From an optimization exercise on the open Yosys and OpenROAD flow, aimed at small area; shortcuts taken in it are not production practice.
Only simulation tests tie the RTL to the original design; equivalence was not proved.
No activity file was given, so power comes from the tool's default toggle rates.

===== flow/config.mk =====
export PLATFORM = sky130hd
export DESIGN_NAME = axi4_straddle_convertor
export DESIGN_NICKNAME = axi4_straddle_convertor
export VERILOG_FILES = /design/flow/design.v
export SDC_FILE = /design/flow/constraint.sdc
export NUM_CORES = 4
export LEC_CHECK = 0
export CAP_MARGIN = 10
export CORE_MARGIN = 2
export CORE_UTILIZATION = 65
export PLACE_DENSITY = 0.8
export SLEW_MARGIN = 10
export SYNTH_HIERARCHICAL = 1
export SYNTH_MINIMUM_KEEP_SIZE = 0

===== flow/flow/run.sh =====
#!/bin/bash
# Own layout flow: the standard flow (the standard.sh) with
# minimum-size port buffers, a clock tree of larger leaf clusters without
# dummy loads, and downsizing of non-critical cells after global routing.
set -o pipefail
export BUFFER_PORTS_ARGS="-buffer_cell sky130_fd_sc_hd__buf_1"
export CTS_ARGS="-sink_clustering_enable -repair_clock_nets -dont_use_dummy_load -buf_list sky130_fd_sc_hd__clkbuf_16 -sink_clustering_size 24 -sink_clustering_max_diameter 80"
export RECOVER_POWER=100
bash standard.sh > standard.log 2>&1

===== flow/constraint.sdc =====
create_clock -name core_clock -period 5.5 [get_ports {ACLK}]
set_input_delay 1.1000 -clock core_clock [delete_from_list [all_inputs] [get_ports {ACLK}]]
set_output_delay 1.1000 -clock core_clock [all_outputs]
set_load 0.01 [all_outputs]

===== flow/design.v =====
`timescale 1ns / 1ps
module axi4_straddle_convertor #
(
    parameter integer AXI_TUSER_L        = 161,
    parameter integer BUFFER_SIZE        = 4
)
(
    input wire                                  ACLK,
    input wire                                  ARESETN,
    input wire [AXI_TUSER_L-1:0]               S_AXIS_TUSER,
    input wire [511:0]                         S_AXIS_TDATA,
    input wire [15:0]                          S_AXIS_TKEEP,
    input wire                                 S_AXIS_TLAST,
    input wire                                 S_AXIS_TVALID,
    output wire                                S_AXIS_TREADY,
    output wire [AXI_TUSER_L-1:0]              M_AXIS_TUSER,
    output wire [511:0]                        M_AXIS_TDATA,
    output wire [15:0]                         M_AXIS_TKEEP,
    output wire                                M_AXIS_TLAST,
    output wire                                M_AXIS_TVALID,
    input wire                                 M_AXIS_TREADY,
    output reg [1:0]                           error_invalid_state
);
wire [1:0] is_sop      = S_AXIS_TUSER[65:64];
wire [1:0] is_eop      = S_AXIS_TUSER[77:76];
wire [1:0] is_sop0_ptr = S_AXIS_TUSER[69:68];
wire [3:0] is_eop0_ptr = S_AXIS_TUSER[83:80];
wire [3:0] is_eop1_ptr = S_AXIS_TUSER[87:84];
reg [1:0] wp0, rp0, wp1, rp1;
reg       f0, f1;               
reg       full0, full1;
reg [1:0] tlp_active;
reg [3:0] tracker;
reg       old_tlp;
reg [3:0] eop0, eop1;
reg       rfb0;                 
reg       out_sop;
assign S_AXIS_TREADY = !full0 && !full1;
wire fire = S_AXIS_TVALID && S_AXIS_TREADY;
reg [1:0] ac, an;
reg [3:0] tc;
reg       oc;
reg       ill_sop, ill_eop;
always @(*) begin
    ac = tlp_active;
    tc = tracker;
    oc = old_tlp;
    ill_sop = 1'b0;
    casez ({is_sop, tlp_active})
        4'b11??: begin ac = 2'b11; tc = 4'b1001; oc = 1'b0; end
        4'b0100: begin ac = 2'b01; tc = (is_sop0_ptr == 2'b00) ? 4'b0011 : 4'b0010; oc = 1'b0; end
        4'b0101: begin ac = 2'b11; tc = (is_sop0_ptr == 2'b00) ? 4'b0110 : 4'b1001; oc = 1'b0; end
        4'b0110: begin ac = 2'b11; tc = (is_sop0_ptr == 2'b00) ? 4'b1001 : 4'b0110; oc = 1'b1; end
        4'b00??: ;
        default: ill_sop = 1'b1;
    endcase
    an = ac;
    ill_eop = 1'b0;
    casez ({is_eop, ac})
        4'b1111: an = 2'b00;
        4'b0111: an = oc ? 2'b01 : 2'b10;
        4'b0101: an = 2'b00;
        4'b0110: an = 2'b00;
        4'b00??: ;
        default: ill_eop = 1'b1;
    endcase
end
reg [3:0] tn;
always @(*) begin
    tn = tc;
    if (is_eop == 2'b11 && ac == 2'b11) tn = 4'b0000;
    else if (is_eop == 2'b01) begin
        case (ac)
            2'b11: tn = oc ? 4'b0011 : 4'b1100;
            2'b01, 2'b10: tn = 4'b0000;
            default: ;
        endcase
    end
end
wire [1:0] t0 = tc[1:0];
wire [1:0] t1 = tc[3:2];
wire w0 = ARESETN && fire && ac[0];
wire w1 = ARESETN && fire && ac[1];
wire end0 = ac[0] && !an[0];
wire end1 = ac[1] && !an[1];
wire wl0_cur = w0 && !f0 && (t0 != 2'b00);
wire wl0_nxt = w0 &&  f0 && (t0 == 2'b11);
wire wu0     = w0 && ((t0 == 2'b11) || (f0 && t0 != 2'b00));
wire wl1_cur = w1 && !f1 && (t1 != 2'b00);
wire wl1_nxt = w1 &&  f1 && (t1 == 2'b11);
wire wu1     = w1 && ((t1 == 2'b11) || (f1 && t1 != 2'b00));
wire sl0 = t0[1] && (!t0[0] ||  f0);
wire su0 = t0[1] && (!t0[0] || !f0);
wire sl1 = t1[1] && (!t1[0] ||  f1);
wire su1 = t1[1] && (!t1[0] || !f1);
wire [15:0] mask0, mask1;
genvar gi;
generate
    for (gi = 0; gi < 16; gi = gi + 1) begin : g_mask
        assign mask0[gi] = S_AXIS_TKEEP[gi] && (gi <= is_eop0_ptr);
        assign mask1[gi] = S_AXIS_TKEEP[gi] && (gi <= is_eop1_ptr);
    end
endgenerate
wire [15:0] km0 = !end0 ? S_AXIS_TKEEP : (is_eop[0] && !oc) ? mask0 : mask1;
wire [15:0] km1 = !end1 ? S_AXIS_TKEEP : (is_eop[1] &&  oc) ? mask0 : mask1;
wire [255:0] wdl0, wdu0, wdl1, wdu1;
wire [7:0]   wkl0, wku0, wkl1, wku1;
generate
    for (gi = 0; gi < 256; gi = gi + 1) begin : g_wd
        axi4s_muxi u_l0 (.a(S_AXIS_TDATA[gi]), .b(S_AXIS_TDATA[256+gi]), .s(sl0), .y(wdl0[gi]));
        axi4s_muxi u_u0 (.a(S_AXIS_TDATA[gi]), .b(S_AXIS_TDATA[256+gi]), .s(su0), .y(wdu0[gi]));
        axi4s_muxi u_l1 (.a(S_AXIS_TDATA[gi]), .b(S_AXIS_TDATA[256+gi]), .s(sl1), .y(wdl1[gi]));
        axi4s_muxi u_u1 (.a(S_AXIS_TDATA[gi]), .b(S_AXIS_TDATA[256+gi]), .s(su1), .y(wdu1[gi]));
    end
    for (gi = 0; gi < 8; gi = gi + 1) begin : g_wk
        axi4s_muxi u_l0 (.a(km0[gi]), .b(km0[8+gi]), .s(sl0), .y(wkl0[gi]));
        axi4s_muxi u_u0 (.a(km0[gi]), .b(km0[8+gi]), .s(su0), .y(wku0[gi]));
        axi4s_muxi u_l1 (.a(km1[gi]), .b(km1[8+gi]), .s(sl1), .y(wkl1[gi]));
        axi4s_muxi u_u1 (.a(km1[gi]), .b(km1[8+gi]), .s(su1), .y(wku1[gi]));
    end
endgenerate
wire [1:0] wp0n = wp0 + 2'd1;
wire [1:0] wp1n = wp1 + 2'd1;
reg [255:0] dl0 [0:3];
reg [255:0] du0 [0:3];
reg [255:0] dl1 [0:3];
reg [255:0] du1 [0:3];
reg [7:0]   kl0 [0:3];
reg [7:0]   ku0 [0:3];
reg [7:0]   kl1 [0:3];
reg [7:0]   ku1 [0:3];
generate
    for (gi = 0; gi < 4; gi = gi + 1) begin : g_ent
        wire el0 = (wl0_cur && wp0 == gi) || (wl0_nxt && wp0n == gi);
        wire eu0 = wu0 && wp0 == gi;
        wire el1 = (wl1_cur && wp1 == gi) || (wl1_nxt && wp1n == gi);
        wire eu1 = wu1 && wp1 == gi;
        always @(posedge ACLK) begin
            if (el0) begin dl0[gi] <= wdl0; kl0[gi] <= wkl0; end
            if (eu0) begin du0[gi] <= wdu0; ku0[gi] <= wku0; end
            else if (el0) ku0[gi] <= 8'hff;
            if (el1) begin dl1[gi] <= wdl1; kl1[gi] <= wkl1; end
            if (eu1) begin du1[gi] <= wdu1; ku1[gi] <= wku1; end
            else if (el1) ku1[gi] <= 8'hff;
        end
    end
endgenerate
wire has0 = (wp0 != rp0);
wire has1 = (wp1 != rp1);
assign M_AXIS_TVALID = has0 || has1;
reg       sel0;
reg [3:0] ns0, ns1;
wire rd    = M_AXIS_TVALID && M_AXIS_TREADY;
wire last0 = eop0[rp0];
wire last1 = eop1[rp1];
wire adv0  = w0 && (end0 || (f0 && t0 != 2'b00) || t0 == 2'b11);
wire adv1  = w1 && (end1 || (f1 && t1 != 2'b00) || t1 == 2'b11);
wire [1:0] wp0_nx = adv0 ? wp0n : wp0;
wire [1:0] wp1_nx = adv1 ? wp1n : wp1;
wire [1:0] rp0_nx = (rd &&  sel0) ? rp0 + 2'd1 : rp0;
wire [1:0] rp1_nx = (rd && !sel0) ? rp1 + 2'd1 : rp1;
wire rfb0_nx = !rd ? rfb0 :
               sel0 ? (rfb0 && !(last0 && has1)) : (rfb0 || (last1 && has0));
wire sel0_nx = (wp0_nx != rp0_nx) && ((wp1_nx == rp1_nx) || rfb0_nx);
wire [511:0] rdata;
wire [15:0]  rkeep;
generate
    for (gi = 0; gi < 256; gi = gi + 1) begin : g_rd
        axi4s_rdmux8 u_rl (
            .ns({ns1, ns0}),
            .dn({dl1[3][gi], dl1[2][gi], dl1[1][gi], dl1[0][gi],
                dl0[3][gi], dl0[2][gi], dl0[1][gi], dl0[0][gi]}),
            .y(rdata[gi]));
        axi4s_rdmux8 u_ru (
            .ns({ns1, ns0}),
            .dn({du1[3][gi], du1[2][gi], du1[1][gi], du1[0][gi],
                du0[3][gi], du0[2][gi], du0[1][gi], du0[0][gi]}),
            .y(rdata[256+gi]));
    end
    for (gi = 0; gi < 8; gi = gi + 1) begin : g_rk
        axi4s_rdmux8 u_kl (
            .ns({ns1, ns0}),
            .dn({kl1[3][gi], kl1[2][gi], kl1[1][gi], kl1[0][gi],
                kl0[3][gi], kl0[2][gi], kl0[1][gi], kl0[0][gi]}),
            .y(rkeep[gi]));
        axi4s_rdmux8 u_ku (
            .ns({ns1, ns0}),
            .dn({ku1[3][gi], ku1[2][gi], ku1[1][gi], ku1[0][gi],
                ku0[3][gi], ku0[2][gi], ku0[1][gi], ku0[0][gi]}),
            .y(rkeep[8+gi]));
    end
endgenerate
assign M_AXIS_TDATA = rdata;
assign M_AXIS_TKEEP = rkeep;
assign M_AXIS_TLAST = sel0 ? last0 : last1;
reg [3:0] eop_ptr;
integer j;
always @(*) begin
    eop_ptr = 4'd0;
    for (j = 1; j < 16; j = j + 1)
        if (rkeep[j]) eop_ptr = j;
end
wire v = M_AXIS_TVALID;
assign M_AXIS_TUSER = {{(AXI_TUSER_L-84){1'b0}},
                       eop_ptr & {4{v}},
                       3'b000, M_AXIS_TLAST & v,
                       11'd0, out_sop & v,
                       64'd0};
always @(posedge ACLK) begin
    if (!ARESETN) begin
        wp0 <= 2'd0; rp0 <= 2'd0; wp1 <= 2'd0; rp1 <= 2'd0;
        f0 <= 1'b0; f1 <= 1'b0;
        full0 <= 1'b0; full1 <= 1'b0;
        tlp_active <= 2'b00;
        tracker <= 4'b0000;
        old_tlp <= 1'b0;
        eop0 <= 4'b0000; eop1 <= 4'b0000;
        rfb0 <= 1'b1;
        sel0 <= 1'b0;
        ns0 <= 4'b1111; ns1 <= 4'b1110;
        out_sop <= 1'b1;
        error_invalid_state <= 2'b00;
    end else begin
        if (fire) begin
            old_tlp <= oc;
            tlp_active <= an;
            tracker <= tn;
            error_invalid_state <= error_invalid_state | {ill_sop, ill_eop};
        end
        if (w0) begin
            if (end0) begin
                if (f0 && t0 == 2'b11) eop0[wp0n] <= 1'b1;
                else                   eop0[wp0]  <= 1'b1;
                f0 <= 1'b0;
            end else begin
                eop0[wp0] <= 1'b0;
                if (t0 == 2'b01 || t0 == 2'b10) f0 <= !f0;
            end
        end
        if (w1) begin
            if (end1) begin
                if (f1 && t1 == 2'b11) eop1[wp1n] <= 1'b1;
                else                   eop1[wp1]  <= 1'b1;
                f1 <= 1'b0;
            end else begin
                eop1[wp1] <= 1'b0;
                if (t1 == 2'b01 || t1 == 2'b10) f1 <= !f1;
            end
        end
        wp0  <= wp0_nx;
        wp1  <= wp1_nx;
        rp0  <= rp0_nx;
        rp1  <= rp1_nx;
        rfb0 <= rfb0_nx;
        sel0 <= sel0_nx;
        ns0  <= ~({4{ sel0_nx}} & (4'b0001 << rp0_nx));
        ns1  <= ~({4{!sel0_nx}} & (4'b0001 << rp1_nx));
        if (rd) out_sop <= sel0 ? last0 : last1;
        full0 <= (wp0n == rp0) || (f0 && (wp0 + 2'd2 == rp0));
        full1 <= (wp1n == rp1) || (f1 && (wp1 + 2'd2 == rp1));
    end
end
endmodule
module axi4s_rdmux8 (
    input  wire [7:0] ns,
    input  wire [7:0] dn,
    output wire       y
);
    wire [3:0] p;
    genvar i;
    generate
        for (i = 0; i < 4; i = i + 1) begin : g_p
            axi4s_oai22 u_p (.a1(ns[2*i]), .a2(dn[2*i]), .b1(ns[2*i+1]), .b2(dn[2*i+1]), .y(p[i]));
        end
    endgenerate
    axi4s_or4 u_o (.a(p), .y(y));
endmodule
module axi4s_oai22 (
    input  wire a1, a2, b1, b2,
    output wire y
);
    assign y = !((a1 || a2) && (b1 || b2));
endmodule
module axi4s_or4 (
    input  wire [3:0] a,
    output wire       y
);
    assign y = |a;
endmodule
module axi4s_muxi (
    input  wire a, b, s,
    output wire y
);
    assign y = !(s ? b : a);
endmodule

===== flow/standard.sh =====
#!/bin/bash
# synth_recipe.tcl (not shown) runs the flow's synth.tcl, then flattens the netlist and writes it again
# the make line also repeats each setting of config.mk as NAME=value (left out here)
make -C /OpenROAD-flow-scripts/flow DESIGN_CONFIG=/design/flow/config.mk WORK_HOME=/design/flow/orfs CLKGATE_MAP_FILE= SYNTH_SCRIPT=/design/flow/synth_recipe.tcl "${@:-finish}"

==> results of run 1 <==
[layer usage]
layer	track usage	share of wire
met1	0.4919	0.33
met2	0.5644	0.46
met3	0.09159	0.14
met4	0.2294	0.066
met5	0	0.00094
[registers in the layout (all words and copies together) (netlist names), 4 cells and up]
name and flops:
ns1 4, tracker 4, ns0 4, du1 1024, ku1 32, dl1 1024, eop0 4, dl0 1024
ku0 32, du0 1024, kl0 32, kl1 32, eop1 4
[per-module statistics from Yosys, one instance, submodules excluded, a selection]
module	cells inside	times used
axi4_straddle_convertor	5001	1
axi4s_oai22	1	2112
axi4s_or4	1	528
axi4s_muxi	1	1056
[metrics by stage]
step	hold WS, ns	cells	power [mW]	setup slack [ns]
global route	0.5067	13550	63.19	0.1565
CTS	0.4798	13450	61.64	0.4420
floorplan	0.4320	8851	43.08	-3.984
finish	0.4777	13570	61.94	0.1751
global placement	0.4554	13250	46.36	0.8876
detailed placement	0.4678	13250	46.62	0.8104
[synthesized netlist by cell type, drive strengths merged (16+ instances only)]
cell / n / area, um^2
nand2: 75 / 281.5
edfxtp: 4224 / 126800
or4: 528 / 3964
buf: 166 / 1234
o22ai: 2114 / 13230
ha: 16 / 200.2
or2: 65 / 406.6
nor2: 46 / 175.2
clkbuf: 26 / 97.59
o21ai: 43 / 219.0
mux2i: 1070 / 10710
inv: 29 / 108.9
dfxtp: 40 / 800.8
a21oi: 70 / 354.1
o21a: 28 / 210.2
[power groups by stage]
stage / sequential [mW] / combinational [mW] / clock (mW)
3_5_place_dp: 37.6 / 9.06 / 0
5_1_grt: 36.9 / 9.64 / 16.7
4_1_cts: 36.8 / 9.11 / 15.7
3_3_place_gp: 37.5 / 8.82 / 0
6_report: 36.8 / 9.41 / 15.7
2_1_floorplan: 38.1 / 4.99 / 0
[cells by family after synthesis]
group	synth area share
AND/OR/NAND/NOR	0.03330
flip-flops	0.7974
other	0.00002343
XOR/XNOR	0.001204
buffers and inverters	0.008997
AO/OA/AOI/OAI	0.09046
adder cells (fa/ha/maj)	0.001251
multiplexers	0.06733
[area by class of cell]
class / count / share of cell area
inverters: 29 / 0.0007902
well taps: 3220 / 0.02292
multi-input cells: 4366 / 0.1796
flip-flops and latches: 4264 / 0.7263
clock buffers: 202 / 0.02876
diodes: 116 / 0.001651
repair buffers: 1372 / 0.03998
[worst max path at each step]
stage	to	slack, ns	cells after the start
2_1_floorplan	ku1[0][0]	-3.98	9
3_3_place_gp	du1[3][193]	0.89	15
3_5_place_dp	dl0[3][102]	0.81	14
4_1_cts	M_AXIS_TUSER[83]	0.44	6
5_1_grt	M_AXIS_TDATA[382]	0.16	5
6_report	du1[2][58]	0.18	9
[worst max-delay path, stage by stage, from the launching register on]
cell,delay (ns)
dfxtp_1,0.57
nor2b_1,0.12
o21ai_0,0.12
a21oi_1,0.10
o21ai_0,0.16
o21ai_0,0.30
a21oi_4,0.23
clkbuf_2,1.60
clkbuf_4,1.17
mux2i_1,0.45
==> impl_results.md, run 1 <==
- Initial core utilization: 0.6521
- Area grow syn2layout: 9.809%
- Final instance area: 175,800 um^2
- Commonest non-fill, non-tap cell in the layout: edfxtp_1
- Port Buffers: ~1,100
- Period minus WS final: about 5.3 ns
- Die height: 500.2 um
- Mapped Cells: 8,697
- CTS Buffer Depth: 3
- Slew at the pin closest to its max-slew limit: between 3 and 4 ns
- Final hold violations: 0
- GRT Util Overall: 0.3722
- Reg2Reg Setup Slack: ~0.18 ns
- Flop pwr share: 0.595
- EDFF count, synth: ~4,200
- Layout check failures: capacitance limit, slew limit
- Multi-input gate area: around 32,000 um^2
- Hold Crit Endpoint: error_invalid_state[0]
- Largest net degree at the start of global routing: around 160
- Reg-to-reg endpoint: du1[2][58]
- First-pass GRT wire length: 671,200 um
- Setup Fix Bufs, Post-CTS: 0
- Req. time, crit path: between 6 and 7 ns
- Final period util: 0.9682
- Sequential area share after synthesis: 0.7974
- RePlAce Congestion: between 0.8 and 0.9
- MaxCap Viol Count: 39
- DRC viols: 0
- Die W: 500.2 um
- Vias in the first global route: between 90,000 and 100k
- Storage cell area: approximately 130,000 um^2
- Worst Setup End Kind: flop
- Final Max Tran Viols: 1,511
- Grt ovf: 0
- Switch Pwr: between 15 and 20 mW
- Hold Path Origin: error_invalid_state[0]
- # rows: 182
- Pint: roughly 46 mW
- Resized Gates After CTS: 0
- Root buffer cell: clkbuf_16
- Crit path kind: reg2reg
- Final ANT Viol Nets: 0
- Hold Path Depth: 1
- Antenna violations before repair: approximately 150
- Worst R2R Path Depth: 9
- Synth Flop Type: edfxtp_1
- Worst-path clk slew: ~0.090 ns
- Syn_area_per_cell: roughly 18 um^2
- Type of origin of the critical path: flop
- Total clock buffers created by CTS: 202
- Num ports: between 1,000 and 1,500
- Worst-Skew Late Latency: between 0.9 and 1 ns
- Core Area: between 200,000 and 250,000 um^2
- Crit-path max FO: 42
- Placed Area: 171,800 um^2
- Pwr dens: 352.4 nW/um^2
- Status: complete, but fails checks
- #FFs+latches synth: between 4,000 and 5,000
- # setup viols final: 0
- Comb pwr share: 0.152
- Via density: 7.375
- Final nets: approximately 11,000
- Switch share: 0.2612
- Hold bufs inserted after CTS: 0
- Per-cell routed wire length: 35.27 um
- Critical Path Start: tlp_active[0]
- Die area: 250,200 um^2
- CTS HTree Levels: 4
- Clock skew: between 0.1 and 0.15 ns
- Peak VDD IR: roughly 0.36 mV
- Setup tns final: 0 ns
- HP Class: reg2reg
- Leak Pwr: 54.99 nW
- Drt pass-1 iters: 6
- Total number of vias: roughly 100k
- Commonest non-fill, non-tap cells in the layout: edfxtp_1, o22ai_1, mux2i_1
- CTS tree: yes
- Ys async rst share: 0
- Clock Power Share: 0.253
- Slew Limit Headroom: -1.124
- TritonCTS sink count: roughly 4,300
- Worst r2r src: tlp_active[0]
- Fillers: 14,730
- Iter 0 DRT Violations: around 15,000
- Post-synth cell types: between 70 and 80
- RSZ-0062 raised after global routing: false
- Final core occ: 0.7160
- Highest clock rate: between 150 and 200 MHz
- Arr. time, crit path: between 5 and 6 ns
- Post-Route WL: between 400,000 and 500,000 um
- Post-DP HPWL: 282,800 um
- Synthesis warning total: 15
- Share of cells above drive strength 1: 0.05052
- Netlist Area Pre-Place: around 160,000 um^2
==> run 2: changes to the inputs <==
==> flow/flow/run.sh (replaced) <==
#!/bin/bash
set -o pipefail
export BUFFER_PORTS_ARGS="-buffer_cell sky130_fd_sc_hd__buf_1"
export CTS_ARGS="-sink_clustering_enable -repair_clock_nets -dont_use_dummy_load -buf_list sky130_fd_sc_hd__clkbuf_16 -sink_clustering_size 24 -sink_clustering_max_diameter 80"
bash standard.sh > standard.log 2>&1
--- a/flow/config.mk
+++ b/flow/config.mk
@@ -5,10 +5,10 @@
 export SDC_FILE = /design/flow/constraint.sdc
 export NUM_CORES = 4
 export LEC_CHECK = 0
-export CAP_MARGIN = 10
+export CAP_MARGIN = 0
 export CORE_MARGIN = 2
 export CORE_UTILIZATION = 65
 export PLACE_DENSITY = 0.8
-export SLEW_MARGIN = 10
+export SLEW_MARGIN = 0
 export SYNTH_HIERARCHICAL = 1
 export SYNTH_MINIMUM_KEEP_SIZE = 0
==> run 2 against run 1 <==
Now clean on timing, DRC and antenna. Largest power group unchanged. Flip-flop and latch count unchanged. Sequential share of layout area is 0.54 points lower. Synthesized cell count is the same. Critical endpoint is now M_AXIS_TDATA[297]. Via count is 0.22% lower. Clock skew about the same. Synthesized area is the same. Core utilization is 0.54 points higher. Largest cell class unchanged. Total power about the same. Register-to-register slack better by 1.5 ns.
==> impl_results.md, run 2 <==
- Total number of vias: 99,840 (was 100,100)
- Setup Fix Bufs, Post-CTS: 0 (unchanged)
- Dpl cells: 13,250 (unchanged)
- Syn_area_per_cell: 18.40 um^2 (unchanged)
- HP Class: reg2reg (unchanged)
- Req. time, crit path: 4.40 ns (was 6.11 ns)
- Ys async rst share: 0 (unchanged)
- Leak Pwr: 55.50 nW (was 54.99 nW)
- Worst-path clk slew: 0.07 ns (was 0.09 ns)
- Post-route setup slack: 0.3963 ns (was 0.1751 ns)
- Worst-Skew Late Latency: 0.92 ns (about the same)
- Final period util: 0.9279 (was 0.9682)
- XOR/XNOR Fraction of Synth Area: 0.001204 (unchanged)
- Synth cell count leaders: edfxtp_1, o22ai_1, mux2i_1 (unchanged)
- Synth Flop Type: edfxtp_1 (unchanged)
- Pwr dens: 349.9 nW/um^2 (was 352.4 nW/um^2)
- Vias in the first global route: 95,970 (unchanged)
- RSZ-0062 raised after global routing: false (unchanged)
- Post-synth cell types: 71 (unchanged)
- Synth top area cells: edfxtp_1, o22ai_1, mux2i_1 (unchanged)
- Netlist Area Pre-Place: 160,100 um^2 (unchanged)
- Port Buffers: 1,084 (unchanged)
- Fin cells: 13,560 (was 13,570)
- Core Area: 245,500 um^2 (unchanged)
- Type of origin of the critical path: flop (unchanged)
- TritonCTS sink count: 4,264 (unchanged)
- Largest family of logic cells by synthesized area: compound AO/OA/AOI/OAI gates (unchanged)
- Mapped Cells: 8,697 (unchanged)
- #FFs+latches synth: 4,264 (unchanged)
- Mux cell area share after synthesis: 0.06733 (unchanged)
- Period minus WS final: 5.104 ns (was 5.325 ns)
- Sequential area share after synthesis: 0.7974 (unchanged)
- DRC viols: 0 (unchanged)
- Via density: 7.361 (was 7.375)
- Worst r2r src: tlp_active[1] (was tlp_active[0])
- Per-cell routed wire length: 35.30 um (was 35.27 um)
- First-pass GRT wire length: 671,200 um (unchanged)
- RePlAce Congestion: 0.8739 (unchanged)
- Status: timing/DRC/antenna clean (was complete, but fails checks)
- Hold Path Origin: error_invalid_state[0] (unchanged)
- Post-Route WL: 478,800 um (was 478,600 um)
- Final nets: 10,950 (unchanged)
- Largest net degree at the start of global routing: 155 (unchanged)
- Adder-cell share of the synthesized area: 0.001251 (unchanged)
- Resized Gates After CTS: 0 (unchanged)
- CTS tree: yes (unchanged)
- Initial core utilization: 0.6521 (unchanged)
- Worst Setup End Kind: primary output (was flop)
- Final instance area: 177,100 um^2 (was 175,800 um^2)
- Share of Yosys cell area claimed by the top area cell type: 0.7924 (unchanged)
- Crit path kind: reg2out (was reg2reg)
- CTS HTree Levels: 4 (unchanged)
- GRT Util Overall: 0.3722 (unchanged)
- Area share of and/or/nand/nor cells after synthesis: 0.03330 (unchanged)
- Peak VDD IR: 0.3652 mV (was 0.3620 mV)
- EDFF count, synth: 4,224 (unchanged)
- Drt pass-1 iters: 6 (unchanged)
- Iter 0 DRT Violations: 15,950 (was 15,350)
- Commonest non-fill, non-tap cells in the layout: edfxtp_1, o22ai_1, buf_1 (was edfxtp_1, o22ai_1, mux2i_1)
- Hold Slack: 0.4757 ns (was 0.4777 ns)
- Crit-path max FO: 154 (was 42)
- Setup tns final: 0 ns (unchanged)
- Commonest non-fill, non-tap cell in the layout: edfxtp_1 (unchanged)
- Final hold violations: 0 (unchanged)
- Synthesis warning total: 15 (unchanged)
- Highest clock rate: 195.9 MHz (was 187.8 MHz)
- Post-synthesis compound-gate area fraction: 0.09046 (unchanged)
- Slew at the pin closest to its max-slew limit: 1.288 ns (was 3.186 ns)
- Post-DP HPWL: 282,800 um (unchanged)
- Final ANT Viol Nets: 0 (unchanged)
- Placed Area: 171,800 um^2 (unchanged)
- Critical Path Start: ns1[2] (was tlp_active[0])
- Die area: 250,200 um^2 (unchanged)
- Root buffer cell: clkbuf_16 (unchanged)
- Die height: 500.2 um (unchanged)
- # setup viols final: 0 (unchanged)
- DP Worst Slack: 0.8104 ns (unchanged)
- CTS Buffer Depth: 3 (unchanged)
- Clock skew: 0.1368 ns (about the same)
- Antenna violations before repair: 149 (was 153)
- Final Max Tran Viols: 0 (was 1,511)
- Hold bufs inserted after CTS: 0 (unchanged)
- Most frequent cell after synthesis: edfxtp_1 (unchanged)
- Num ports: 1,388 (unchanged)
- Total clock buffers created by CTS: 202 (unchanged)
- Area leader, netlist: edfxtp_1 (unchanged)
- Arr. time, crit path: 4.00 ns (was 5.93 ns)
- Area grow syn2layout: 10.64% (was 9.809%)
- Slew Limit Headroom: 0.1415 (was -1.124)
- Grt ovf: 0 (unchanged)
- MaxCap Viol Count: 0 (was 39)
- # rows: 182 (unchanged)
- Share of cells above drive strength 1: 0.05902 (was 0.05052)
- Die W: 500.2 um (unchanged)
==> run 2: report_power, final <==
group / total, mW / leakage (nW) / internal [mW] / switching, mW
clock: 15.7 / 2.49 / 6.52 / 9.19
combinational: 9.44 / 14.6 / 2.62 / 6.82
sequential: 36.8 / 38.5 / 36.6 / 0.210
total: 62.0 / 55.5 / 45.7 / 16.2
==> run 2: layout make-up <==
type                            count  area, um^2
Antenna cell                      111       277.8
Clock buffer                      202        5055
Fill cell                       14500       68380
Inverter                           29       168.9
Multi-Input combinational cell   4366       31720
Sequential cell                  4264      127700
Tap cell                         3220        4029
Timing Repair Buffer             1372        8170
==> run 2: Yosys stat by module (local to each module, per instance), a selection <==
module	times used	cells	flip-flops and latches	area, um^2
axi4_straddle_convertor	1	5001	4264	132300
axi4s_muxi	1056	1	0	10.01
axi4s_or4	528	1	0	7.507
axi4s_oai22	2112	1	0	6.256
==> run 2: per-layer routing <==
metal	track usage	vias up	part of all wire
met3	0.09159	1415	0.14
li1	-	40120	-
met4	0.2294	74	0.067
met2	0.5644	8790	0.46
met1	0.4919	49450	0.33
met5	0	-	0.00099
==> run 2: worst max-delay path, cell delays in order (launching register included) <==
cell and delay, ns:
dfxtp_4 0.71, buf_12 0.69, buf_4 0.52, o22ai_1 0.13, or4_1 0.64, buf_1 0.18
==> run 2: metrics by stage <==
stage / total power, mW / utilization
after floorplan: 43.08 / -
after global placement: 46.36 / 0.6997
after detailed placement: 46.62 / 0.6997
after CTS: 61.64 / 0.7203
after global routing: 63.22 / 0.7213
final: 61.97 / 0.7214
==> run 2: path summary, 6_finish.rpt <==
check	endpoint	slack, ns	depth (start not counted)
worst min-delay path	error_invalid_state[0]	0.48	1
worst max register to register	du0[1][232]	1.63	13
worst max-delay path	M_AXIS_TDATA[297]	0.40	5
worst min register to register	error_invalid_state[0]	0.48	1
==> run 2: cells by family after synthesis <==
kind of cell,Yosys count
flops,4264
compound gates,2309
mux,1074
simple gates,795
buf+inv,221
xor+xnor,17
fa+ha+maj,16
other cells,1
==> run 3: changes to the inputs <==
--- a/flow/config.mk
+++ b/flow/config.mk
@@ -5,10 +5,10 @@
 export SDC_FILE = /design/flow/constraint.sdc
 export NUM_CORES = 4
 export LEC_CHECK = 0
-export CAP_MARGIN = 0
+export CAP_MARGIN = 10
 export CORE_MARGIN = 2
 export CORE_UTILIZATION = 65
 export PLACE_DENSITY = 0.8
-export SLEW_MARGIN = 0
+export SLEW_MARGIN = 10
 export SYNTH_HIERARCHICAL = 1
 export SYNTH_MINIMUM_KEEP_SIZE = 0
==> run 3 against run 2 <==
Largest cell class unchanged. Count of clock-buffer cells in the layout stayed put. First-iteration DRC count stayed put. Clock power hardly changed. Total power stayed put. Synthesized area stayed put. Worst hold slack stayed put. Synthesized cell count stayed put. Die area stayed put.
==> impl_results.md, run 3 <==
- Status: timing/DRC/antenna clean (unchanged)
- Mapped Cells: 8,697 (unchanged)
- Reg-to-reg endpoint: du0[1][232] (unchanged)
- Final period util: 0.9279 (unchanged)
- Setup tns final: 0 ns (unchanged)
- Crit path kind: reg2out (unchanged)
- #FFs+latches synth: 4,264 (unchanged)
- GRT Util Overall: 0.3722 (unchanged)
- HP Class: reg2reg (unchanged)
- RePlAce Congestion: 0.8739 (unchanged)
- Pwr dens: 349.9 nW/um^2 (unchanged)
- Hold bufs inserted after CTS: 0 (unchanged)
- CTS Buffer Depth: 3 (unchanged)
- Iter 0 DRT Violations: 15,950 (unchanged)
- TritonCTS sink count: 4,264 (unchanged)
- Core Area: 245,500 um^2 (unchanged)
- DP Worst Slack: 0.8104 ns (unchanged)
- Post-Route WL: 478,800 um (unchanged)
- Peak VDD IR: 0.3652 mV (unchanged)
- Hold Crit Endpoint: error_invalid_state[0] (unchanged)
- Die W: 500.2 um (unchanged)
- Final hold violations: 0 (unchanged)
- Placed Area: 171,800 um^2 (unchanged)
- MaxCap Viol Count: 0 (unchanged)
- Syn_area_per_cell: 18.40 um^2 (unchanged)
- Synth top area cells: edfxtp_1, o22ai_1, mux2i_1 (unchanged)
- Drt pass-1 iters: 6 (unchanged)
- CTS tree: yes (unchanged)
- Post-route setup slack: 0.3963 ns (unchanged)
- Largest net degree at the start of global routing: 155 (unchanged)
- Ys async rst share: 0 (unchanged)
- # rows: 182 (unchanged)
- Period minus WS final: 5.104 ns (unchanged)
- Slew at the pin closest to its max-slew limit: 1.288 ns (unchanged)
- Routed length on met3: 67,280 um (unchanged)
- Post-DP HPWL: 282,800 um (unchanged)
- Num ports: 1,388 (unchanged)
- Hold Path Origin: error_invalid_state[0] (unchanged)
- Die height: 500.2 um (unchanged)
- Worst Setup End Kind: primary output (unchanged)
- Met2 routed WL: 221,000 um (unchanged)
- Leak Pwr: 55.50 nW (unchanged)
- Resized Gates After CTS: 0 (unchanged)
- Share of Yosys cell area claimed by the top area cell type: 0.7924 (unchanged)
- Crit-path max FO: 154 (unchanged)
- Grt ovf: 0 (unchanged)
- Total clock buffers created by CTS: 202 (unchanged)
- Synth Flop Type: edfxtp_1 (unchanged)
- Met1 Wirelength: 158,100 um (unchanged)
- Netlist Area Pre-Place: 160,100 um^2 (unchanged)
- Total number of vias: 99,840 (unchanged)
- Final nets: 10,950 (unchanged)
- Reg2Reg Setup Slack: 1.63 ns (about the same)
- # setup viols final: 0 (unchanged)
- Area grow syn2layout: 10.64% (unchanged)
- Final Max Tran Viols: 0 (unchanged)
- First-pass GRT wire length: 671,200 um (unchanged)
- DRC viols: 0 (unchanged)
- Per-cell routed wire length: 35.30 um (unchanged)
- Hold Path Depth: 1 (unchanged)
- EDFF count, synth: 4,224 (unchanged)
- Worst-Skew Late Latency: 0.92 ns (about the same)
- Final ANT Viol Nets: 0 (unchanged)
- Worst-path clk slew: 0.07 ns (about the same)
- Root buffer cell: clkbuf_16 (unchanged)
- Highest clock rate: 195.9 MHz (unchanged)
- Synthesis warning total: 15 (unchanged)
- Req. time, crit path: 4.40 ns (about the same)
- Top Layer Used: met5 (unchanged)
- Critical Path Start: ns1[2] (unchanged)
- Die area: 250,200 um^2 (unchanged)
- Antenna violations before repair: 149 (unchanged)
- Setup Fix Bufs, Post-CTS: 0 (unchanged)
- Worst R2R Path Depth: 13 (unchanged)
- Vias in the first global route: 95,970 (unchanged)
- Final instance area: 177,100 um^2 (unchanged)
- CTS HTree Levels: 4 (unchanged)
- Type of origin of the critical path: flop (unchanged)
- Slew Limit Headroom: 0.1415 (unchanged)
- Port Buffers: 1,084 (unchanged)
- Most frequent cell after synthesis: edfxtp_1 (unchanged)
- Clock skew: 0.1368 ns (unchanged)
- Post-synth cell types: 71 (unchanged)
- Via density: 7.361 (unchanged)
- Worst r2r src: tlp_active[1] (unchanged)
- Area leader, netlist: edfxtp_1 (unchanged)
- Arr. time, crit path: 4.00 ns (about the same)
- Synth cell count leaders: edfxtp_1, o22ai_1, mux2i_1 (unchanged)
- Commonest non-fill, non-tap cells in the layout: edfxtp_1, o22ai_1, buf_1 (unchanged)
- Sequential area share after synthesis: 0.7974 (unchanged)
- RSZ-0062 raised after global routing: false (unchanged)
- Share of cells above drive strength 1: 0.05902 (unchanged)
- Initial core utilization: 0.6521 (unchanged)
- Commonest non-fill, non-tap cell in the layout: edfxtp_1 (unchanged)
==> run 3: stage by stage <==
stage               power, mW  utilization  std cells  hold slack, ns
floorplan               43.08            -       8851          0.4320
global placement        46.36       0.6997      13250          0.4554
detailed placement      46.62       0.6997      13250          0.4678
CTS                     61.64       0.7203      13450          0.4798
global route            63.22       0.7213      13550          0.5067
finish                  61.97       0.7214      13560          0.4757
==> run 3: how the worst max path moves through the flow <==
stage	end	slack, ns	depth (start not counted)
final	M_AXIS_TDATA[297]	0.40	5
after global routing	M_AXIS_TUSER[83]	0.35	6
after CTS	M_AXIS_TUSER[83]	0.44	6
after detailed placement	dl0[3][102]	0.81	14
after global placement	du1[3][193]	0.89	15
after floorplan	ku1[0][0]	-3.98	9
==> run 3: cell families (layout without fill, tap and decap cells) <==
family | Yosys count | in the layout | share of synthesized area
AO/OA/AOI/OAI | 2309 | 2309 | 0.09046
multiplexers | 1074 | 1074 | 0.06733
other | 1 | 266 | 0.00002343
AND/OR/NAND/NOR | 795 | 795 | 0.03330
flip-flops | 4264 | 4264 | 0.7974
XOR/XNOR | 17 | 17 | 0.001204
adder cells (fa/ha/maj) | 16 | 16 | 0.001251
buffers and inverters | 221 | 1603 | 0.008997
==> run 3: cell type report <==
| class | count | area (um^2) |
|---|---|---|
| antenna | 111 | 277.8 |
| sequential | 4264 | 127700 |
| inverter | 29 | 168.9 |
| fill | 14500 | 68380 |
| timing repair buffer | 1372 | 8170 |
| multi-input combinational | 4366 | 31720 |
| clock buffer | 202 | 5055 |
| tap | 3220 | 4029 |
==> run 3: worst max-delay path: stages, from the launching register on <==
cell and delay, ns:
dfxtp_4 0.71, buf_12 0.69, buf_4 0.52, o22ai_1 0.13, or4_1 0.64, buf_1 0.18
==> run 3: power by group <==
part           internal (mW)  switching, mW
clock network           6.52           9.19
logic                   2.62           6.82
registers               36.6          0.210
==> run 3: metal layers <==
layer  track usage  up-vias
met1        0.4919    49450
met2        0.5644     8790
met5             0        -
met3       0.09159     1415
li1              -    40120
met4        0.2294       74
==> run 3: Yosys stat by module (local to each module, per instance), a selection <==
module                   flip-flops and latches  cell area (um^2)  copies in the design  cells
axi4_straddle_convertor                    4264            132300                     1   5001
axi4s_muxi                                    0             10.01                  1056      1
axi4s_oai22                                   0             6.256                  2112      1
axi4s_or4                                     0             7.507                   528      1
==> run 4: changes to the inputs <==
==> flow/flow/run.sh (replaced) <==
#!/bin/bash
set -o pipefail
export BUFFER_PORTS_ARGS="-buffer_cell sky130_fd_sc_hd__buf_1"
export CTS_ARGS="-sink_clustering_enable -repair_clock_nets -dont_use_dummy_load -buf_list sky130_fd_sc_hd__clkbuf_16 -sink_clustering_size 30 -sink_clustering_max_diameter 60"
bash standard.sh > standard.log 2>&1
--- a/flow/config.mk
+++ b/flow/config.mk
@@ -7,8 +7,8 @@
 export LEC_CHECK = 0
 export CAP_MARGIN = 10
 export CORE_MARGIN = 2
-export CORE_UTILIZATION = 65
-export PLACE_DENSITY = 0.8
+export CORE_UTILIZATION = 70
+export PLACE_DENSITY = 0.85
 export SLEW_MARGIN = 10
 export SYNTH_HIERARCHICAL = 1
 export SYNTH_MINIMUM_KEEP_SIZE = 0
==> run 4 against run 3 <==
Still clean. Worst setup slack worse by 0.084 ns. Via count up 1.6%. Critical path depth grew 1. Cell area fell by 0.51%. Clock power shrank 3%. Non-clock buffer count rose by 2. Critical endpoint is now M_AXIS_TUSER[82]. Largest cell class unchanged.
==> impl_results.md, run 4 <==
- Commonest non-fill, non-tap cells in the layout: edfxtp_1, o22ai_1, buf_1 (unchanged)
- Top delay family on crit path: simple AND/OR/NAND/NOR gates (was buffers and inverters)
- Per-cell routed wire length: 35.75 um (was 35.30 um)
- Final ANT Viol Nets: 0 (unchanged)
- Worst-path clk slew: 0.09 ns (was 0.07 ns)
- RSZ-0062 raised after global routing: false (unchanged)
- CTS tree: yes (unchanged)
- Die height: 482.2 um (was 500.2 um)
- Setup tns final: 0 ns (unchanged)
- Num ports: 1,388 (unchanged)
- Slew Limit Headroom: 0.1120 (was 0.1415)
- Post-DP HPWL: 282,700 um (was 282,800 um)
- # setup viols final: 0 (unchanged)
- Syn_area_per_cell: 18.40 um^2 (unchanged)
- DP Worst Slack: 0.5452 ns (was 0.8104 ns)
- Final period util: 0.9433 (was 0.9279)
- Area leader, netlist: edfxtp_1 (unchanged)
- Share of cells above drive strength 1: 0.05856 (was 0.05902)
- Post-synth cell types: 71 (unchanged)
- Fin cells: 13,360 (was 13,560)
- CTS HTree Levels: 4 (unchanged)
- CTS Buffer Depth: 3 (unchanged)
- DRC viols: 0 (unchanged)
- Hold Slack: 0.4790 ns (was 0.4757 ns)
- Slew at the pin closest to its max-slew limit: 1.332 ns (was 1.288 ns)
- Drt pass-1 iters: 8 (was 6)
- Grt ovf: 0 (unchanged)
- Final hold violations: 0 (unchanged)
- Highest clock rate: 192.7 MHz (was 195.9 MHz)
- Clock skew: 0.1454 ns (was 0.1368 ns)
- GRT Util Overall: 0.4004 (was 0.3722)
- Die W: 482.2 um (was 500.2 um)
- Final nets: 10,940 (was 10,950)
- Arr. time, crit path: 4.09 ns (was 4.00 ns)
- Crit-path max FO: 48 (was 154)
- Final core occ: 0.7752 (was 0.7214)
- Via density: 7.595 (was 7.361)
- Pwr dens: 349.9 nW/um^2 (about the same)
- Worst-Skew Late Latency: 0.92 ns (about the same)
- Iter 0 DRT Violations: 17,150 (was 15,950)
- Port Buffers: 1,084 (unchanged)
- Total clock buffers created by CTS: 195 (was 202)
- Netlist Area Pre-Place: 160,100 um^2 (unchanged)
- Share of Yosys cell area claimed by the top area cell type: 0.7924 (unchanged)
- First-pass GRT wire length: 668,600 um (was 671,200 um)
- Vias in the first global route: 98,450 (was 95,970)
- Period minus WS final: 5.188 ns (was 5.104 ns)
- Synth cell count leaders: edfxtp_1, o22ai_1, mux2i_1 (unchanged)
- Crit path kind: reg2out (unchanged)
- Ys async rst share: 0 (unchanged)
- #FFs+latches synth: 4,264 (unchanged)
- Initial core utilization: 0.7043 (was 0.6521)
- Synthesis warning total: 15 (unchanged)
- Total number of vias: 101,400 (was 99,840)
- EDFF count, synth: 4,224 (unchanged)
- Post-Route WL: 477,400 um (was 478,800 um)
- Cell Chain, Critical Path: o22ai_1, or4_1, nor4_1, o41ai_1, a21oi_1, buf_1 (was buf_12, buf_4, o22ai_1, or4_1, buf_1)
- Root buffer cell: clkbuf_16 (unchanged)
- Dpl cells: 13,040 (was 13,250)
- Worst Setup End Kind: primary output (unchanged)
- Setup Fix Bufs, Post-CTS: 0 (unchanged)
- CP Buf/Inv Count: 1 (was 3)
- Hold bufs inserted after CTS: 0 (unchanged)
- Final Max Tran Viols: 0 (unchanged)
- Resized Gates After CTS: 0 (unchanged)
- MaxCap Viol Count: 0 (unchanged)
- Area grow syn2layout: 10.07% (was 10.64%)
- TritonCTS sink count: 4,264 (unchanged)
- Mapped Cells: 8,697 (unchanged)
- Die area: 232,500 um^2 (was 250,200 um^2)
- Most frequent cell after synthesis: edfxtp_1 (unchanged)
- Core Area: 227,300 um^2 (was 245,500 um^2)
- Slowest cell delay on critical path: 0.96 ns (was 0.71 ns)
- Status: timing/DRC/antenna clean (unchanged)
- Antenna violations before repair: 158 (was 149)
- # rows: 175 (was 182)
- Synth top area cells: edfxtp_1, o22ai_1, mux2i_1 (unchanged)
- Synth Flop Type: edfxtp_1 (unchanged)
- Req. time, crit path: 4.40 ns (about the same)
- Peak VDD IR: 0.3556 mV (was 0.3652 mV)
- Sequential area share after synthesis: 0.7974 (unchanged)
- Critical path's slowest cell: dfxtp_4 (unchanged)
- RePlAce Congestion: 0.9033 (was 0.8739)
- Commonest non-fill, non-tap cell in the layout: edfxtp_1 (unchanged)
- Post-route setup slack: 0.3119 ns (was 0.3963 ns)
- Largest net degree at the start of global routing: 169 (was 155)
- HP Class: reg2reg (unchanged)
- Type of origin of the critical path: flop (unchanged)
- Leak Pwr: 55.29 nW (was 55.50 nW)
==> run 4: final timing paths <==
kind / start / end / slack (ns) / depth (start not counted)
max: ns0[2] / M_AXIS_TUSER[82] / 0.31 / 6
min: error_invalid_state[0] / error_invalid_state[0] / 0.48 / 1
max reg2reg: tlp_active[1] / du0[0][92] / 1.57 / 13
min reg2reg: error_invalid_state[0] / error_invalid_state[0] / 0.48 / 1
==> run 4: cells by family after synthesis <==
family | after synthesis | synth area share
XOR/XNOR | 17 | 0.001204
buffers and inverters | 221 | 0.008997
multiplexers | 1074 | 0.06733
other | 1 | 0.00002343
AO/OA/AOI/OAI | 2309 | 0.09046
adder cells (fa/ha/maj) | 16 | 0.001251
AND/OR/NAND/NOR | 795 | 0.03330
flip-flops | 4264 | 0.7974
==> run 4: power breakdown <==
part	switching (mW)	total [mW]	internal, mW
registers	0.229	36.8	36.6
logic	6.89	9.47	2.58
clock network	9.03	15.3	6.31
==> run 4: layout make-up <==
class	instances	area [um^2]
sequential	4264	127700
fill	11580	51090
multi-input combinational	4366	31720
timing repair buffer	1374	7685
clock buffer	195	4880
tap	3009	3765
antenna	118	295.3
inverter	29	168.9
==> run 4: metal layers <==
layer | vias to the layer above | track usage | wire length [um]
li1 | 40110 | - | -
met1 | 49410 | 0.5027 | 145200
met2 | 10090 | 0.6067 | 220100
met3 | 1728 | 0.1151 | 74010
met4 | 86 | 0.2848 | 37490
met5 | - | 0.001225 | 620
==> run 4: worst register-to-register path, cell delays in order (launching register included) <==
cell and delay, ns:
dfxtp_1 0.63, nand2b_1 0.21, o32ai_1 0.10, nand2_1 0.08, a21oi_1 0.07, nor2_2 0.35
inv_1 0.09, ha_1 0.22, inv_1 0.05, a21oi_1 0.08, nor2_1 0.26, nand2_1 0.37
inv_8 0.57, buf_4 0.51
==> run 4: metrics by stage <==
step,cell area [um^2],total power [mW]
3_5_place_dp,171000,46.54
5_1_grt,176100,62.77
6_report,176200,61.65
4_1_cts,175900,61.13
2_1_floorplan,160800,43.08
3_3_place_gp,171000,46.25
==> run 4: modules after synthesis, one instance, submodules excluded, excerpt <==
module / area [um^2] / cells
axi4_straddle_convertor: 132300 / 5001
axi4s_or4: 7.507 / 1
axi4s_muxi: 10.01 / 1
axi4s_oai22: 6.256 / 1
==> run 5: changes to the inputs <==
==> flow/flow/run.sh (replaced) <==
#!/bin/bash
set -o pipefail
export BUFFER_PORTS_ARGS="-buffer_cell sky130_fd_sc_hd__buf_1"
export CTS_ARGS="-sink_clustering_enable -repair_clock_nets -dont_use_dummy_load -buf_list sky130_fd_sc_hd__clkbuf_16 -sink_clustering_size 34 -sink_clustering_max_diameter 64"
bash standard.sh > standard.log 2>&1
==> run 5 against run 4 <==
Synthesized cell count did not move. First-iteration DRC count fell by 4.9%. Total power shrank 0.77%. Synthesized area did not move. Register-to-register slack got worse by 0.03 ns. Flip-flop and latch count unchanged. Count of clock-buffer cells in the layout down 12. Worst setup slack lost 0.065 ns. Core utilization down 0.13 points.
==> impl_results.md, run 5 <==
- Ys async rst share: 0 (unchanged)
- Resized Gates After CTS: 0 (unchanged)
- Worst Setup End Kind: primary output (unchanged)
- Hold bufs inserted after CTS: 0 (unchanged)
- Crit-path max FO: 48 (unchanged)
- Synth top area cells: edfxtp_1, o22ai_1, mux2i_1 (unchanged)
- Highest clock rate: 190.4 MHz (was 192.7 MHz)
- Area leader, netlist: edfxtp_1 (unchanged)
- Dpl cells: 13,040 (unchanged)
- Clock Power Share: 0.243 (was 0.249)
- Sequential area share after synthesis: 0.7974 (unchanged)
- Final Max Tran Viols: 0 (unchanged)
- Netlist Area Pre-Place: 160,100 um^2 (unchanged)
- Arr. time, crit path: 4.15 ns (was 4.09 ns)
- Commonest non-fill, non-tap cells in the layout: edfxtp_1, o22ai_1, buf_1 (unchanged)
- # rows: 175 (unchanged)
- Setup tns final: 0 ns (unchanged)
- Via density: 7.585 (was 7.595)
- Leak Pwr: 55.15 nW (was 55.29 nW)
- Die area: 232,500 um^2 (unchanged)
- Setup Fix Bufs, Post-CTS: 0 (unchanged)
- Final ANT Viol Nets: 0 (unchanged)
- Post-route setup slack: 0.2470 ns (was 0.3119 ns)
- Port Buffers: 1,084 (unchanged)
- Switch Pwr: 16.03 mW (was 16.14 mW)
- Final instance area: 175,900 um^2 (was 176,200 um^2)
- Fin cells: 13,350 (was 13,360)
- Crit path kind: reg2out (unchanged)
- Final nets: 10,930 (was 10,940)
- Pint: 45.14 mW (was 45.51 mW)
- Post-Route WL: 474,200 um (was 477,400 um)
- Iter 0 DRT Violations: 16,310 (was 17,150)
- Flop pwr share: 0.602 (was 0.598)
- Die height: 482.2 um (unchanged)
- RePlAce Congestion: 0.9033 (unchanged)
- HP Class: reg2reg (unchanged)
- Placed Area: 171,000 um^2 (unchanged)
- Synth cell count leaders: edfxtp_1, o22ai_1, mux2i_1 (unchanged)
- Status: timing/DRC/antenna clean (unchanged)
- DRC viols: 0 (unchanged)
- Req. time, crit path: 4.40 ns (about the same)
- Worst-Skew Late Latency: 0.92 ns (about the same)
- Core Area: 227,300 um^2 (unchanged)
- Pwr dens: 347.8 nW/um^2 (was 349.9 nW/um^2)
- Share of cells above drive strength 1: 0.05746 (was 0.05856)
- Final period util: 0.9551 (was 0.9433)
- CTS tree: yes (unchanged)
- Clock skew: 0.1304 ns (was 0.1454 ns)
- Final hold violations: 0 (unchanged)
- Area grow syn2layout: 9.890% (was 10.07%)
- CTS Buffer Depth: 3 (unchanged)
- Peak VDD IR: 0.3966 mV (was 0.3556 mV)
- Type of origin of the critical path: flop (unchanged)
- Syn_area_per_cell: 18.40 um^2 (unchanged)
- # setup viols final: 0 (unchanged)
- Synth Flop Type: edfxtp_1 (unchanged)
- First-pass GRT wire length: 664,500 um (was 668,600 um)
- Hold Slack: 0.4778 ns (was 0.4790 ns)
- Per-cell routed wire length: 35.53 um (was 35.75 um)
- Share of Yosys cell area claimed by the top area cell type: 0.7924 (unchanged)
- Drt pass-1 iters: 8 (unchanged)
- TritonCTS sink count: 4,264 (unchanged)
- Commonest non-fill, non-tap cell in the layout: edfxtp_1 (unchanged)
- Slew Limit Headroom: 0.1642 (was 0.1120)
- Initial core utilization: 0.7043 (unchanged)
- DP Worst Slack: 0.5452 ns (unchanged)
- RSZ-0062 raised after global routing: false (unchanged)
- Synthesis warning total: 15 (unchanged)
- Total number of vias: 101,200 (was 101,400)
- Final core occ: 0.7739 (was 0.7752)
- Post-synth cell types: 71 (unchanged)
- CTS HTree Levels: 4 (unchanged)
- Total clock buffers created by CTS: 183 (was 195)
- Grt ovf: 0 (unchanged)
- Root buffer cell: clkbuf_16 (unchanged)
- Period minus WS final: 5.253 ns (was 5.188 ns)
- MaxCap Viol Count: 0 (unchanged)
- Fillers: 11,680 (was 11,580)
- Num ports: 1,388 (unchanged)
- Largest net degree at the start of global routing: 169 (unchanged)
- Comb pwr share: 0.155 (was 0.154)
- Pwr Total: 61.17 mW (was 61.65 mW)
- Antenna violations before repair: 159 (was 158)
- Die W: 482.2 um (unchanged)
- Post-DP HPWL: 282,700 um (unchanged)
- Switch share: 0.2620 (was 0.2618)
- GRT Util Overall: 0.3981 (was 0.4004)
- EDFF count, synth: 4,224 (unchanged)
- #FFs+latches synth: 4,264 (unchanged)
- Most frequent cell after synthesis: edfxtp_1 (unchanged)
- Worst-path clk slew: 0.08 ns (was 0.09 ns)
- Mapped Cells: 8,697 (unchanged)
- Vias in the first global route: 97,720 (was 98,450)
- Slew at the pin closest to its max-slew limit: 1.254 ns (was 1.332 ns)
[run 5: cell counts after synthesis]
Identical to the previous run, type by type.
[run 5: worst paths after layout]
path	from	depth (start not counted)	slack [ns]	endpoint
max	ns0[2]	6	0.25	M_AXIS_TUSER[82]
min	error_invalid_state[0]	1	0.48	error_invalid_state[0]
max reg2reg	tlp_active[0]	11	1.54	du1[3][147]
min reg2reg	error_invalid_state[0]	1	0.48	error_invalid_state[0]
[run 5: power groups by stage]
stage                     Sequential, mW  Combinational (mW)  Clock [mW]
after global placement              37.5                8.70           0
after floorplan                     38.1                4.99           0
final                               36.8                9.47        14.9
after CTS                           36.8                9.04        14.8
after detailed placement            37.6                8.96           0
after global routing                36.9                9.68        15.8
[run 5: per-module statistics from Yosys (local to each module, per instance), a selection]
module                   area (um^2)  cells inside  times used
axi4_straddle_convertor       132300          5001           1
axi4s_muxi                     10.01             1        1056
axi4s_or4                      7.507             1         528
axi4s_oai22                    6.256             1        2112
[run 5: worst max-delay path, cell delays in order (launching register included)]
cell	delay, ns
dfxtp_4	0.96
o22ai_1	0.21
or4_1	0.73
nor4_1	0.47
o41ai_1	0.15
a21oi_1	0.55
buf_1	0.21
[run 5: cell families after synthesis]
family,share of synthesized area
xor+xnor,0.001204
compound gates,0.09046
simple gates,0.03330
fa+ha+maj,0.001251
mux,0.06733
other cells,0.00002343
buf+inv,0.008997
flops,0.7974
[run 5: layout make-up]
class,count,area [um^2],share of cell area
multi-input cells,4366,31720,0.1804
flip-flops and latches,4264,127700,0.7258
clock buffers,183,4579,0.02603
inverters,29,168.9,0.0009603
diodes,121,302.8,0.001721
well taps,3009,3765,0.02140
repair buffers,1374,7685,0.04369
[run 5: routing by layer]
metal | track usage | vias up | routed length [um]
met5 | 0 | - | 620
met4 | 0.2765 | 90 | 36510
met3 | 0.1183 | 1747 | 72910
met2 | 0.6036 | 9865 | 219200
met1 | 0.4997 | 49420 | 144900
li1 | - | 40110 | -
==> run 6: changes to the inputs <==
==> flow/flow/run.sh (replaced) <==
#!/bin/bash
set -o pipefail
export BUFFER_PORTS_ARGS="-buffer_cell sky130_fd_sc_hd__buf_1"
export CTS_ARGS="-sink_clustering_enable -repair_clock_nets -dont_use_dummy_load -buf_list sky130_fd_sc_hd__clkbuf_16 -sink_clustering_size 32 -sink_clustering_max_diameter 60"
bash standard.sh > standard.log 2>&1
--- a/flow/config.mk
+++ b/flow/config.mk
@@ -7,8 +7,8 @@
 export LEC_CHECK = 0
 export CAP_MARGIN = 10
 export CORE_MARGIN = 2
-export CORE_UTILIZATION = 70
-export PLACE_DENSITY = 0.85
+export CORE_UTILIZATION = 75
+export PLACE_DENSITY = 0.9
 export SLEW_MARGIN = 10
 export SYNTH_HIERARCHICAL = 1
 export SYNTH_MINIMUM_KEEP_SIZE = 0
==> run 6 against run 5 <==
The layout now fails its checks (setup timing). Largest cell class unchanged. Clock power rose by 3%. Combinational power rose by 6%. Critical endpoint is now M_AXIS_TDATA[153]. Die area is 6.6% lower. Core utilization increased by 5.6 points. Critical path depth down 1. Cell count shrank 1.1%. Worst setup slack worse by 0.27 ns.
==> impl_results.md, run 6 <==
- Largest net degree at the start of global routing: 155 (was 169)
- Reg2Reg Setup Slack: 1.39 ns (was 1.54 ns)
- Share of cells above drive strength 1: 0.05718 (was 0.05746)
- Hold Crit Endpoint: tracker[1] (was error_invalid_state[0])
- EDFF count, synth: 4,224 (unchanged)
- Ys async rst share: 0 (unchanged)
- Num ports: 1,388 (unchanged)
- Netlist Area Pre-Place: 160,100 um^2 (unchanged)
- Die height: 466.0 um (was 482.2 um)
- Dpl cells: 12,850 (was 13,040)
- TritonCTS sink count: 4,264 (unchanged)
- MaxCap Viol Count: 0 (unchanged)
- Pwr Total: 62.23 mW (was 61.17 mW)
- Synth top area cells: edfxtp_1, o22ai_1, mux2i_1 (unchanged)
- DP Worst Slack: 0.7947 ns (was 0.5452 ns)
- GRT Util Overall: 0.4676 (was 0.3981)
- Initial core utilization: 0.7547 (was 0.7043)
- Die area: 217,100 um^2 (was 232,500 um^2)
- Critical path's slowest cell: dfxtp_4 (unchanged)
- Hold Path Depth: 2 (was 1)
- Final nets: 10,930 (about the same)
- Crit path kind: reg2out (unchanged)
- Slew at the pin closest to its max-slew limit: 1.273 ns (was 1.254 ns)
- Final core occ: 0.8295 (was 0.7739)
- Port Buffers: 1,084 (unchanged)
- Final hold violations: 0 (unchanged)
- Post-DP HPWL: 298,000 um (was 282,700 um)
- Final ANT Viol Nets: 0 (unchanged)
- #FFs+latches synth: 4,264 (unchanged)
- Grt ovf: 0 (unchanged)
- Slowest cell delay on critical path: 0.85 ns (was 0.96 ns)
- Worst R2R Path Depth: 11 (unchanged)
- Drt pass-1 iters: 8 (unchanged)
- Final Max Tran Viols: 0 (unchanged)
- CTS HTree Levels: 4 (unchanged)
- Iter 0 DRT Violations: 22,520 (was 16,310)
- HP Class: reg2reg (unchanged)
- Post-Route WL: 522,500 um (was 474,200 um)
- Synth cell count leaders: edfxtp_1, o22ai_1, mux2i_1 (unchanged)
- Peak VDD IR: 0.4611 mV (was 0.3966 mV)
- Area grow syn2layout: 9.915% (was 9.890%)
- Synth Flop Type: edfxtp_1 (unchanged)
- Hold Path Origin: tracker[1] (was error_invalid_state[0])
- CTS tree: yes (unchanged)
- Reg-to-reg endpoint: du1[0][104] (was du1[3][147])
- Area leader, netlist: edfxtp_1 (unchanged)
- Cell Chain, Critical Path: buf_12, buf_4, o22ai_1, or4_1, buf_1 (was o22ai_1, or4_1, nor4_1, o41ai_1, a21oi_1, buf_1)
- Post-route setup slack: -0.01925 ns (was 0.2470 ns)
- Resized Gates After CTS: 0 (unchanged)
- Setup tns final: -0.01925 ns (was 0 ns)
- Post-synth cell types: 71 (unchanged)
- CTS Buffer Depth: 3 (unchanged)
- Req. time, crit path: 4.40 ns (about the same)
- Die W: 466.0 um (was 482.2 um)
- Crit-path max FO: 108 (was 48)
- Leak Pwr: 55.18 nW (was 55.15 nW)
- Arr. time, crit path: 4.42 ns (was 4.15 ns)
- First-pass GRT wire length: 722,000 um (was 664,500 um)
- Final period util: 1.003 (was 0.9551)
- Fin cells: 13,200 (was 13,350)
- DRC viols: 0 (unchanged)
- RePlAce Congestion: 0.9071 (was 0.9033)
- Per-cell routed wire length: 39.59 um (was 35.53 um)
- RSZ-0062 raised after global routing: false (unchanged)
- Clock skew: 0.08642 ns (was 0.1304 ns)
- # rows: 169 (was 175)
- Worst-path clk slew: 0.08 ns (about the same)
- Worst-Skew Late Latency: 0.95 ns (was 0.92 ns)
- Layout check failures: setup timing
- Setup Fix Bufs, Post-CTS: 0 (unchanged)
- Total clock buffers created by CTS: 189 (was 183)
- Commonest non-fill, non-tap cell in the layout: edfxtp_1 (unchanged)
- Slew Limit Headroom: 0.1510 (was 0.1642)
- Sequential area share after synthesis: 0.7974 (unchanged)
- Type of origin of the critical path: flop (unchanged)
- # setup viols final: 1 (was 0)
- Pwr dens: 353.7 nW/um^2 (was 347.8 nW/um^2)
- Core Area: 212,100 um^2 (was 227,300 um^2)
- Synthesis warning total: 15 (unchanged)
- Worst r2r src: tlp_active[0] (unchanged)
- Commonest non-fill, non-tap cells in the layout: edfxtp_1, o22ai_1, buf_1 (unchanged)
- Most frequent cell after synthesis: edfxtp_1 (unchanged)
- Mapped Cells: 8,697 (unchanged)
- Period minus WS final: 5.519 ns (was 5.253 ns)
- Share of Yosys cell area claimed by the top area cell type: 0.7924 (unchanged)
- Root buffer cell: clkbuf_16 (unchanged)
- Status: complete, but fails checks (was timing/DRC/antenna clean)
- Antenna violations before repair: 177 (was 159)
- Via density: 8.141 (was 7.585)
- Highest clock rate: 181.2 MHz (was 190.4 MHz)
- Hold bufs inserted after CTS: 0 (unchanged)
- Vias in the first global route: 103,000 (was 97,720)
- Worst Setup End Kind: primary output (unchanged)
- Total number of vias: 107,400 (was 101,200)
- Syn_area_per_cell: 18.40 um^2 (unchanged)
## run 6: changes by cell type in the layout (fill, tap and decap cells not counted), sizes merged
cell / delta
buf: -9
clkbuf: +6
diode: +42
## run 6: layout make-up
| type | count | area, um^2 |
|---|---|---|
| diodes | 163 | 407.9 |
| well taps | 2821 | 3530 |
| inverters | 29 | 168.9 |
| clock buffers | 189 | 4730 |
| fillers | 8678 | 36150 |
| repair buffers | 1365 | 7705 |
| flip-flops and latches | 4264 | 127700 |
| multi-input cells | 4366 | 31720 |
## run 6: power by group
| group | internal, mW | leakage, nW | switching, mW |
|---|---|---|---|
| clock | 6.14 | 2.33 | 9.23 |
| sequential | 36.6 | 38.5 | 0.212 |
| combinational | 2.60 | 14.4 | 7.44 |
## run 6: layer usage
layer	wire length, um	vias to the layer above	global-route usage
met5	546	-	0.005929
met4	48760	66	0.3490
met3	96650	3096	0.1662
met2	233200	13730	0.6971
met1	143300	50430	0.5680
li1	-	40110	-
## run 6: worst max-delay path by stage
stage / to / slack [ns] / from
after floorplan: ku1[0][0] / -3.98 / S_AXIS_TUSER[64]
after global placement: du1[0][74] / 0.91 / S_AXIS_TUSER[64]
after detailed placement: du1[0][106] / 0.79 / S_AXIS_TUSER[65]
after CTS: M_AXIS_TUSER[80] / 0.42 / ns0[1]
after global routing: M_AXIS_TDATA[153] / 0.20 / ns1[2]
final: M_AXIS_TDATA[153] / -0.02 / ns1[2]
## run 6: logic make-up (layout without fill, tap and decap cells)
kind of cell / after synthesis / count (layout) / share of synthesized area
compound gates: 2309 / 2309 / 0.09046
xor+xnor: 17 / 17 / 0.001204
fa+ha+maj: 16 / 16 / 0.001251
buf+inv: 221 / 1583 / 0.008997
flops: 4264 / 4264 / 0.7974
mux: 1074 / 1074 / 0.06733
other cells: 1 / 318 / 0.00002343
simple gates: 795 / 795 / 0.03330
## run 6: worst max-delay path: cells and delay by family (launching register included)
kind	cells	cell delay, ns
flops	1	0.85
simple gates	1	0.59
compound gates	1	0.22
buf+inv	3	1.52
## run 6: Yosys stat by module, one instance, submodules excluded, excerpt
| module | area [um^2] | cells | copies in the design | flops+latches |
|---|---|---|---|---|
| axi4_straddle_convertor | 132300 | 5001 | 1 | 4264 |
| axi4s_muxi | 10.01 | 1 | 1056 | 0 |
| axi4s_or4 | 7.507 | 1 | 528 | 0 |
| axi4s_oai22 | 6.256 | 1 | 2112 | 0 |
## run 6: through the flow
stage               hold slack (ns)  cell area, um^2
finish                       0.4732           175900
global route                 0.5197           175800
CTS                          0.4715           175500
detailed placement           0.4596           170800
global placement             0.4589           170800
floorplan                    0.4320           160800

## afterwards: timing with drivers on the ports
How much do the figures lean on ideal ports? The routed layouts below were timed once more, with nothing changed but the port constraints.
Step 1 sets driving cells, clkbuf_16 on the clock port and buf_2 on the other inputs (assumed; they add their load-dependent delay and slew).
Step 2 also shifts input and output timing later by t, the mid clock arrival at the registers, as if the neighbouring blocks saw the same clock.
Slacks: ideal ports / drivers / drivers and shift; pairs: ideal ports / drivers.
| run | t (ns) | slack for setup (ns) | hold WS [ns] |
|---|---|---|---|
| run 1 | 0.951 | 0.175 / 0.114 / -0.689 | 0.478 / 0.478 / 0.478 |
| run 2 | 0.949 | 0.396 / 0.296 / 0.751 | 0.476 / 0.476 / 0.476 |
| run 3 | 0.949 | 0.396 / 0.296 / 0.751 | 0.476 / 0.476 / 0.476 |
| run 4 | 0.939 | 0.312 / 0.215 / 0.330 | 0.479 / 0.479 / 0.479 |
| run 5 | 0.948 | 0.247 / 0.150 / 0.261 | 0.478 / 0.478 / 0.478 |
| run 6 | 0.978 | -0.019 / -0.122 / 0.623 | 0.473 / 0.473 / 0.473 |
The setup slack of run 1, which loses most, moves by -0.061 ns with the drivers and by -0.864 ns with both steps.
